Background: an optimization exercise with open tools, aiming at small area, a short achievable clock period and few clock cycles per item. Do not read the settings as production practice. RTL that was checked went through simulation tests only; none was proved equivalent to the original. Power is estimated from default activity; no workload was simulated.

==> module Optical_8x8ctrl_top, before the edit <==
module Optical_8x8ctrl_top#(
    parameter       P_BAR       =   1'b0,
    parameter       P_CROSS     =   1'b1,
    parameter       P_DSTWIDTH  =   3   ,
    parameter       P_PORTNUM   =   8   ,
    parameter       P_SWITCHNUM =   4
)(
    input                                   i_clk           ,
    input                                   i_rst           ,
    input  [P_DSTWIDTH*P_PORTNUM - 1:0]     i_8x8_req       ,
    input                                   i_8x8_valid     ,
    output [19:0]                           o_grant_8x8     ,
    output                                  o_grant_valid
);
wire [19:0] w_grant;
reg  [19:0] r_grant;
reg         r_valid;
benes8_route u_route (.i_req(i_8x8_req), .o_grant(w_grant));
assign o_grant_8x8   = r_grant;
assign o_grant_valid = r_valid;
always @(posedge i_clk)
    r_grant <= w_grant;
always @(posedge i_clk or posedge i_rst) begin
    if (i_rst) r_valid <= 1'b0;
    else       r_valid <= i_8x8_valid;
end
endmodule
==> module benes8_route, before the edit <==
module benes8_route(
    input  [23:0] i_req,
    output [19:0] o_grant
);
wire [2:0] dst [0:7];
wire [1:0] D   [0:7];
genvar gi;
generate
    for (gi = 0; gi < 8; gi = gi + 1) begin : g_in
        assign dst[gi] = i_req[3*gi +: 3];
        assign D[gi]   = i_req[3*gi+1 +: 2];
    end
endgenerate
wire x1_01 = (D[0] == D[2]) | (D[1] == D[3]);
wire x0_01 = (D[0] == D[3]) | (D[1] == D[2]);
wire x1_02 = (D[0] == D[4]) | (D[1] == D[5]);
wire x0_02 = (D[0] == D[5]) | (D[1] == D[4]);
wire x1_03 = (D[0] == D[6]) | (D[1] == D[7]);
wire x0_03 = (D[0] == D[7]) | (D[1] == D[6]);
wire x1_12 = (D[2] == D[4]) | (D[3] == D[5]);
wire x0_12 = (D[2] == D[5]) | (D[3] == D[4]);
wire x1_13 = (D[2] == D[6]) | (D[3] == D[7]);
wire x0_13 = (D[2] == D[7]) | (D[3] == D[6]);
wire x1_23 = (D[4] == D[6]) | (D[5] == D[7]);
wire x0_23 = (D[4] == D[7]) | (D[5] == D[6]);
wire [3:0] s;
assign s[0] = 1'b0;
assign s[1] = (D[1] == D[3]) | (D[0] == D[2]) |
              ((D[1] == D[5]) & (D[3] == D[4])) | ((D[1] == D[4]) & (D[3] == D[5])) |
              ((D[1] == D[7]) & (D[3] == D[6])) | ((D[1] == D[6]) & (D[3] == D[7]));
assign s[2] = x1_02 | (x1_12 & ~s[1]) | (x0_12 & s[1]);
assign s[3] = x1_03 | (x1_13 & ~s[1]) | (x0_13 & s[1]) | (x1_23 & ~s[2]) | (x0_23 & s[2]);
wire [2:0] e0 [0:3];
wire [7:0] d0, d1;
generate
    for (gi = 0; gi < 4; gi = gi + 1) begin : g_sub
        assign e0[gi] = s[gi] ? dst[2*gi+1] : dst[2*gi];
        assign d0[2*gi +: 2] = e0[gi][2:1];
        assign d1[2*gi +: 2] = s[gi] ? D[2*gi] : D[2*gi+1];
    end
endgenerate
wire [5:0] g0, g1;
benes4_route u_sub0 (.d(d0), .g(g0));
benes4_route u_sub1 (.d(d1), .g(g1));
wire [3:0] go;
generate
    for (gi = 0; gi < 4; gi = gi + 1) begin : g_out
        assign go[gi] = ((e0[0][2:1] == gi) & e0[0][0]) | ((e0[1][2:1] == gi) & e0[1][0]) |
                        ((e0[2][2:1] == gi) & e0[2][0]) | ((e0[3][2:1] == gi) & e0[3][0]);
    end
endgenerate
assign o_grant = {go, s, g1, g0};
endmodule
==> flow/config.mk <==
export PLATFORM = sky130hd
export DESIGN_NAME = Optical_8x8ctrl_top
export DESIGN_NICKNAME = Optical_8x8ctrl_top
export VERILOG_FILES = /design/flow/design.v
export SDC_FILE = /design/flow/constraint.sdc
export NUM_CORES = 4
export LEC_CHECK = 0
export CAP_MARGIN = 20
export CORE_MARGIN = 2
export CORE_UTILIZATION = 40
export SLEW_MARGIN = 20
==> flow/constraint.sdc <==
create_clock -name core_clock -period 19.0 [get_ports {i_clk}]
set_input_delay 3.8000 -clock core_clock [delete_from_list [all_inputs] [get_ports {i_clk}]]
set_output_delay 3.8000 -clock core_clock [all_outputs]
set_load 0.01 [all_outputs]
run.sh (not shown) runs the stock make flow with config.mk's settings and CLKGATE_MAP_FILE= SYNTH_SCRIPT=/design/flow/synth_recipe.tcl, a recipe that flattens the netlist after the stock synthesis.
Change:
--- a/flow/design.v
+++ b/flow/design.v
@@ -10,20 +10,27 @@
     input                                   i_rst           ,
     input  [P_DSTWIDTH*P_PORTNUM - 1:0]     i_8x8_req       ,
     input                                   i_8x8_valid     ,
     output [19:0]                           o_grant_8x8     ,
     output                                  o_grant_valid
 );
-wire [19:0] w_grant;
-reg  [19:0] r_grant;
+wire [3:0]  w_s;
+wire [11:0] w_e0;
+wire [7:0]  w_d1;
+reg  [3:1]  r_s;
+reg  [11:0] r_e0;
+reg  [7:0]  r_d1;
 reg         r_valid;
-benes8_route u_route (.i_req(i_8x8_req), .o_grant(w_grant));
-assign o_grant_8x8   = r_grant;
+benes8_route u_route (.i_req(i_8x8_req), .o_s(w_s), .o_e0(w_e0), .o_d1(w_d1));
+benes8_finish u_fin (.i_s({r_s, 1'b0}), .i_e0(r_e0), .i_d1(r_d1), .o_grant(o_grant_8x8));
 assign o_grant_valid = r_valid;
-always @(posedge i_clk)
-    r_grant <= w_grant;
+always @(posedge i_clk) begin
+    r_s  <= w_s[3:1];
+    r_e0 <= w_e0;
+    r_d1 <= w_d1;
+end
 always @(posedge i_clk or posedge i_rst) begin
     if (i_rst) r_valid <= 1'b0;
     else       r_valid <= i_8x8_valid;
 end
 endmodule
 module benes4_route(
@@ -48,13 +55,15 @@
 assign g[2] = (hi[0] & (z1[1] | z1[2] | z1[3])) | (hi[1] & (z1[2] | z1[3])) | (hi[2] & z1[3]);
 assign g[4] = ~((z1[0] & (hi[1] | hi[2] | hi[3])) | (z1[1] & (hi[2] | hi[3])) | (z1[2] & hi[3]));
 assign g[5] = (z3[0] & (z2[1] | z2[2] | z2[3])) | (z3[1] & (z2[2] | z2[3])) | (z3[2] & z2[3]);
 endmodule
 module benes8_route(
     input  [23:0] i_req,
-    output [19:0] o_grant
+    output [3:0]  o_s,
+    output [11:0] o_e0,
+    output [7:0]  o_d1
 );
 wire [2:0] dst [0:7];
 wire [1:0] D   [0:7];
 genvar gi;
 generate
     for (gi = 0; gi < 8; gi = gi + 1) begin : g_in
@@ -78,27 +87,41 @@
 assign s[0] = 1'b0;
 assign s[1] = (D[1] == D[3]) | (D[0] == D[2]) |
               ((D[1] == D[5]) & (D[3] == D[4])) | ((D[1] == D[4]) & (D[3] == D[5])) |
               ((D[1] == D[7]) & (D[3] == D[6])) | ((D[1] == D[6]) & (D[3] == D[7]));
 assign s[2] = x1_02 | (x1_12 & ~s[1]) | (x0_12 & s[1]);
 assign s[3] = x1_03 | (x1_13 & ~s[1]) | (x0_13 & s[1]) | (x1_23 & ~s[2]) | (x0_23 & s[2]);
-wire [2:0] e0 [0:3];
-wire [7:0] d0, d1;
 generate
     for (gi = 0; gi < 4; gi = gi + 1) begin : g_sub
-        assign e0[gi] = s[gi] ? dst[2*gi+1] : dst[2*gi];
+        assign o_e0[3*gi +: 3] = s[gi] ? dst[2*gi+1] : dst[2*gi];
+        assign o_d1[2*gi +: 2] = s[gi] ? D[2*gi] : D[2*gi+1];
+    end
+endgenerate
+assign o_s = s;
+endmodule
+module benes8_finish(
+    input  [3:0]  i_s,
+    input  [11:0] i_e0,
+    input  [7:0]  i_d1,
+    output [19:0] o_grant
+);
+genvar gi;
+wire [2:0] e0 [0:3];
+wire [7:0] d0;
+generate
+    for (gi = 0; gi < 4; gi = gi + 1) begin : g_sub
+        assign e0[gi] = i_e0[3*gi +: 3];
         assign d0[2*gi +: 2] = e0[gi][2:1];
-        assign d1[2*gi +: 2] = s[gi] ? D[2*gi] : D[2*gi+1];
     end
 endgenerate
 wire [5:0] g0, g1;
 benes4_route u_sub0 (.d(d0), .g(g0));
-benes4_route u_sub1 (.d(d1), .g(g1));
+benes4_route u_sub1 (.d(i_d1), .g(g1));
 wire [3:0] go;
 generate
     for (gi = 0; gi < 4; gi = gi + 1) begin : g_out
         assign go[gi] = ((e0[0][2:1] == gi) & e0[0][0]) | ((e0[1][2:1] == gi) & e0[1][0]) |
                         ((e0[2][2:1] == gi) & e0[2][0]) | ((e0[3][2:1] == gi) & e0[3][0]);
     end
 endgenerate
-assign o_grant = {go, s, g1, g0};
+assign o_grant = {go, i_s, g1, g0};
 endmodule
What happened: Sequential share of layout area goes up by 5.2 points. Setup slack is better by 820 ps. Clock power goes up by 5.2%. Via count goes down by 19%. Cell count goes down by 17%. Final area goes down by 7.7%. Count of clock-buffer cells in the layout stays the same. Total power goes up by 0.99%. Hold slack barely changes. Fmax goes up by 13%. Non-clock buffer count goes down by 1. Sequential power goes up by 24%.
No run of this note included a check of the RTL's function; only the layout flow was run.

========
The RTL this note starts from:
==> flow/design.v <==
`timescale 1ns / 1ps
module Optical_8x8ctrl_top#(
    parameter       P_BAR       =   1'b0,
    parameter       P_CROSS     =   1'b1,
    parameter       P_DSTWIDTH  =   3   ,
    parameter       P_PORTNUM   =   8   ,
    parameter       P_SWITCHNUM =   4
)(
    input                                   i_clk           ,
    input                                   i_rst           ,
    input  [P_DSTWIDTH*P_PORTNUM - 1:0]     i_8x8_req       ,
    input                                   i_8x8_valid     ,
    output [19:0]                           o_grant_8x8     ,
    output                                  o_grant_valid
);
wire [3:1] w_s;
wire [8:0] w_e0;
wire       w_b3;
wire [5:0] w_d1;
reg  [3:1] r_s;      
reg  [8:0] r_e0;     
reg        r_b3;     
reg  [5:0] r_d1;     
reg        r_valid;
benes8_in u_in (
    .i_req (i_8x8_req),
    .o_s   (w_s),
    .o_e0  (w_e0),
    .o_b3  (w_b3),
    .o_d1  (w_d1)
);
benes8_out u_out (
    .i_s     (r_s),
    .i_e0    (r_e0),
    .i_b3    (r_b3),
    .i_d1    (r_d1),
    .o_grant (o_grant_8x8)
);
assign o_grant_valid = r_valid;
always @(posedge i_clk) begin
    r_s  <= w_s;
    r_e0 <= w_e0;
    r_b3 <= w_b3;
    r_d1 <= w_d1;
end
always @(posedge i_clk or posedge i_rst) begin
    if (i_rst) r_valid <= 1'b0;
    else       r_valid <= i_8x8_valid;
end
endmodule
module benes8_in(
    input  [23:0] i_req,
    output [3:1]  o_s,
    output [8:0]  o_e0,
    output        o_b3,
    output [5:0]  o_d1
);
wire [2:0] dst [0:7];
wire [1:0] D   [0:7];
genvar gi;
generate
    for (gi = 0; gi < 8; gi = gi + 1) begin : g_in
        assign dst[gi] = i_req[3*gi +: 3];
        assign D[gi]   = i_req[3*gi+1 +: 2];
    end
endgenerate
wire e02 = D[0] == D[2], e04 = D[0] == D[4];
wire e13 = D[1] == D[3], e14 = D[1] == D[4], e15 = D[1] == D[5];
wire e16 = D[1] == D[6], e17 = D[1] == D[7];
wire e24 = D[2] == D[4], e25 = D[2] == D[5], e27 = D[2] == D[7];
wire e34 = D[3] == D[4], e35 = D[3] == D[5], e36 = D[3] == D[6], e37 = D[3] == D[7];
wire e47 = D[4] == D[7], e57 = D[5] == D[7];
wire s1 = e13 | e02 | (e15 & e34) | (e14 & e35) | (e17 & e36) | (e16 & e37);
wire s2_0 = e04 | e15 | e24 | e35;
wire s2_1 = e04 | e15 | e34 | e25;
wire s3_0 = e17 | e37 | (e47 & s2_0) | (e57 & ~s2_0);
wire s3_1 = e17 | e27 | (e47 & s2_1) | (e57 & ~s2_1);
wire s2 = s1 ? s2_1 : s2_0;
wire s3 = s1 ? s3_1 : s3_0;
wire [4:0] pass2 = s2 ? {D[4], dst[5]} : {D[5], dst[4]};
assign o_s     = {s3, s2, s1};
assign o_e0    = {pass2[2:0], s1 ? dst[3] : dst[2], dst[0]};
assign o_d1    = {pass2[4:3], s1 ? D[2] : D[3], D[1]};
assign o_b3    = s3 ? dst[7][0] : dst[6][0];
endmodule
module benes4_route(
    input  [5:0] d,
    output [5:0] g,
    output [3:0] z0, z1, z2, z3
);
genvar i;
generate
    for (i = 0; i < 3; i = i + 1) begin : g_dec
        assign z0[i] = d[2*i +: 2] == 2'd0;
        assign z1[i] = d[2*i +: 2] == 2'd1;
        assign z2[i] = d[2*i +: 2] == 2'd2;
        assign z3[i] = d[2*i +: 2] == 2'd3;
    end
endgenerate
assign z0[3] = ~(z0[0] | z0[1] | z0[2]);
assign z1[3] = ~(z1[0] | z1[1] | z1[2]);
assign z2[3] = ~(z2[0] | z2[1] | z2[2]);
assign z3[3] = ~(z3[0] | z3[1] | z3[2]);
assign g[0] = ~z0[0];
assign g[1] = ~z0[0] & ~z0[1];
assign g[3] = z0[3];
assign g[2] = z0[0] ? d[3] : d[1];
assign g[4] = (d[1] & d[3]) | z1[3];
assign g[5] = d[1] ? d[0] : (d[3] ? d[2] : d[4]);
endmodule
module benes8_out(
    input  [3:1] i_s,
    input  [8:0] i_e0,
    input        i_b3,
    input  [5:0] i_d1,
    output [19:0] o_grant
);
wire [5:0] g0, g1;
wire [3:0] z0, z1, z2, z3;
wire [3:0] y0, y1, y2, y3;
benes4_route u_sub0 (
    .d  ({i_e0[8:7], i_e0[5:4], i_e0[2:1]}),
    .g  (g0), .z0 (z0), .z1 (z1), .z2 (z2), .z3 (z3)
);
benes4_route u_sub1 (
    .d  (i_d1),
    .g  (g1), .z0 (y0), .z1 (y1), .z2 (y2), .z3 (y3)
);
wire [3:0] b = {i_b3, i_e0[6], i_e0[3], i_e0[0]};
wire [3:0] go;
assign go[0] = |(z0 & b);
assign go[1] = |(z1 & b);
assign go[2] = |(z2 & b);
assign go[3] = |(z3 & b);
assign o_grant = {go, i_s, 1'b0, g1, g0};
endmodule
==> flow/config.mk <==
export PLATFORM = sky130hd
export DESIGN_NAME = Optical_8x8ctrl_top
export DESIGN_NICKNAME = Optical_8x8ctrl_top
export VERILOG_FILES = /design/flow/design.v
export SDC_FILE = /design/flow/constraint.sdc
export NUM_CORES = 4
export LEC_CHECK = 0
export CAP_MARGIN = 20
export CORE_AREA = 2 2 64 64
export DIE_AREA = 0 0 66 66
export SLEW_MARGIN = 20
==> flow/constraint.sdc <==
create_clock -name core_clock -period 19.0 [get_ports {i_clk}]
set_input_delay 3.8000 -clock core_clock [delete_from_list [all_inputs] [get_ports {i_clk}]]
set_output_delay 3.8000 -clock core_clock [all_outputs]
set_load 0.01 [all_outputs]
standard.sh (not shown) runs the stock make flow with config.mk's settings and CLKGATE_MAP_FILE= SYNTH_SCRIPT=/design/flow/synth_recipe.tcl, a recipe that flattens the netlist after the stock synthesis.
==> flow/flow/run.sh <==
#!/bin/bash
# Standard ORFS layout (the standard.sh) with plain buffers instead of delay
# buffers on the ports, minimum-size output-port buffers and smaller clock-tree
# buffers. All tool output goes to flow.log in the work folder; ORFS's per-step
# logs stay under orfs/logs/.
set -euo pipefail
cd "$(dirname "$0")/.."
W=$(pwd)
export BUFFER_PORTS_ARGS="-buffer_cell sky130_fd_sc_hd__buf_2"
export POST_GLOBAL_PLACE_TCL=$W/flow/outbuf.tcl
export CTS_ARGS="-sink_clustering_enable -repair_clock_nets -buf_list {sky130_fd_sc_hd__clkbuf_4} -root_buf sky130_fd_sc_hd__clkbuf_4 -dont_use_dummy_load"
bash standard.sh > flow.log 2>&1
==> flow/flow/outbuf.tcl <==
# After port buffering and global placement: shrink to the minimum size the
# buffers of the output ports (each drives only its port's load) and of the
# inputs that feed no comparison (the destinations' bit 0, valid and reset).
set small {i_8x8_valid i_rst}
for {set i 0} {$i < 8} {incr i} { lappend small "i_8x8_req\[[expr {3 * $i}]\]" }
foreach inst [[ord::get_db_block] getInsts] {
  set name [$inst getName]
  if {[[$inst getMaster] getName] ne "sky130_fd_sc_hd__buf_2"} { continue }
  set a [$inst findITerm A]
  if {$a eq "NULL" || [$a getNet] eq "NULL"} { continue }
  set in [[$a getNet] getName]
  if {[string match output* $name] || ([string match input* $name] && [lsearch -exact $small $in] >= 0)} {
    puts "outbuf.tcl: $name ($in) -> buf_1"
    replace_cell [get_cells $name] sky130_fd_sc_hd__buf_1
  }
}
Testbench counts at the start, summed over its fixed seeds: cycles 2,048, items 2,048.
==> next run, changes <==
--- a/flow/design.v
+++ b/flow/design.v
@@ -70,7 +70,7 @@
 wire e24 = D[2] == D[4], e25 = D[2] == D[5], e27 = D[2] == D[7];
 wire e34 = D[3] == D[4], e35 = D[3] == D[5], e36 = D[3] == D[6], e37 = D[3] == D[7];
 wire e47 = D[4] == D[7], e57 = D[5] == D[7];
-wire s1 = e13 | e02 | (e15 & e34) | (e14 & e35) | (e17 & e36) | (e16 & e37);
+wire s1 = e13 | e02 | ((e14 | e15) & (e34 | e35)) | ((e16 | e17) & (e36 | e37));
 wire s2_0 = e04 | e15 | e24 | e35;
 wire s2_1 = e04 | e15 | e34 | e25;
 wire s3_0 = e17 | e37 | (e47 & s2_0) | (e57 & ~s2_0);
Result:
- The new run finished with timing, DRC and antenna clean
- routed wire length decreases by a few percent
- combinational power increases by a few percent
- worst setup slack improved by 0.13 ns
- first-iteration DRC count decreases by a quarter to a third
- sequential power barely changes
- total power increases by a few percent
- critical path depth decreases by 1
- clock power increases by a few percent
- sequential cell count stays the same
- global-route usage decreases by 0.88 points
- synthesized area increases by a few percent
- worst hold slack got worse by 0.010 ns
No functional check of the RTL was part of the second run of this note.

afterwards: timing with drivers on the ports:
Ports are ideal in the flow. The routed layouts listed here were re-timed in OpenROAD. Step 1: set_driving_cell puts a clkbuf_16 on i_clk and a buf_2 on each other input, an assumption about the parent block. Step 2 adds t to the input delays and takes it off the output delays; t is the mean of the earliest and latest rising clock arrival at the registers after step 1. Input paths then give back, and output paths get back, about the clock's delay inside the block. a / b / c = ideal / step 1 / step 2; a / b = the first two.
| run | t, ns | slack for setup (ns) | worst setup path at the end | cell pins on the clock port's net |
|---|---|---|---|---|
| the first run of note 1 | 0.286 | 11.790 / 11.793 / 11.507 | input to register | 1 |
| the second run of note 1 | 0.286 | 12.612 / 12.606 / 12.320 | input to register | 1 |
| the first run of note 2 | 0.303 | 13.541 / 13.545 / 13.241 | input to register | 1 |
| the second run of note 2 | 0.313 | 13.666 / 13.640 / 13.362 | input to register | 1 |
After both steps every run listed still meets setup and hold. For the second run of note 2, which loses most, drivers alone change the setup slack by -0.026 ns; drivers and shift together by -0.304 ns.
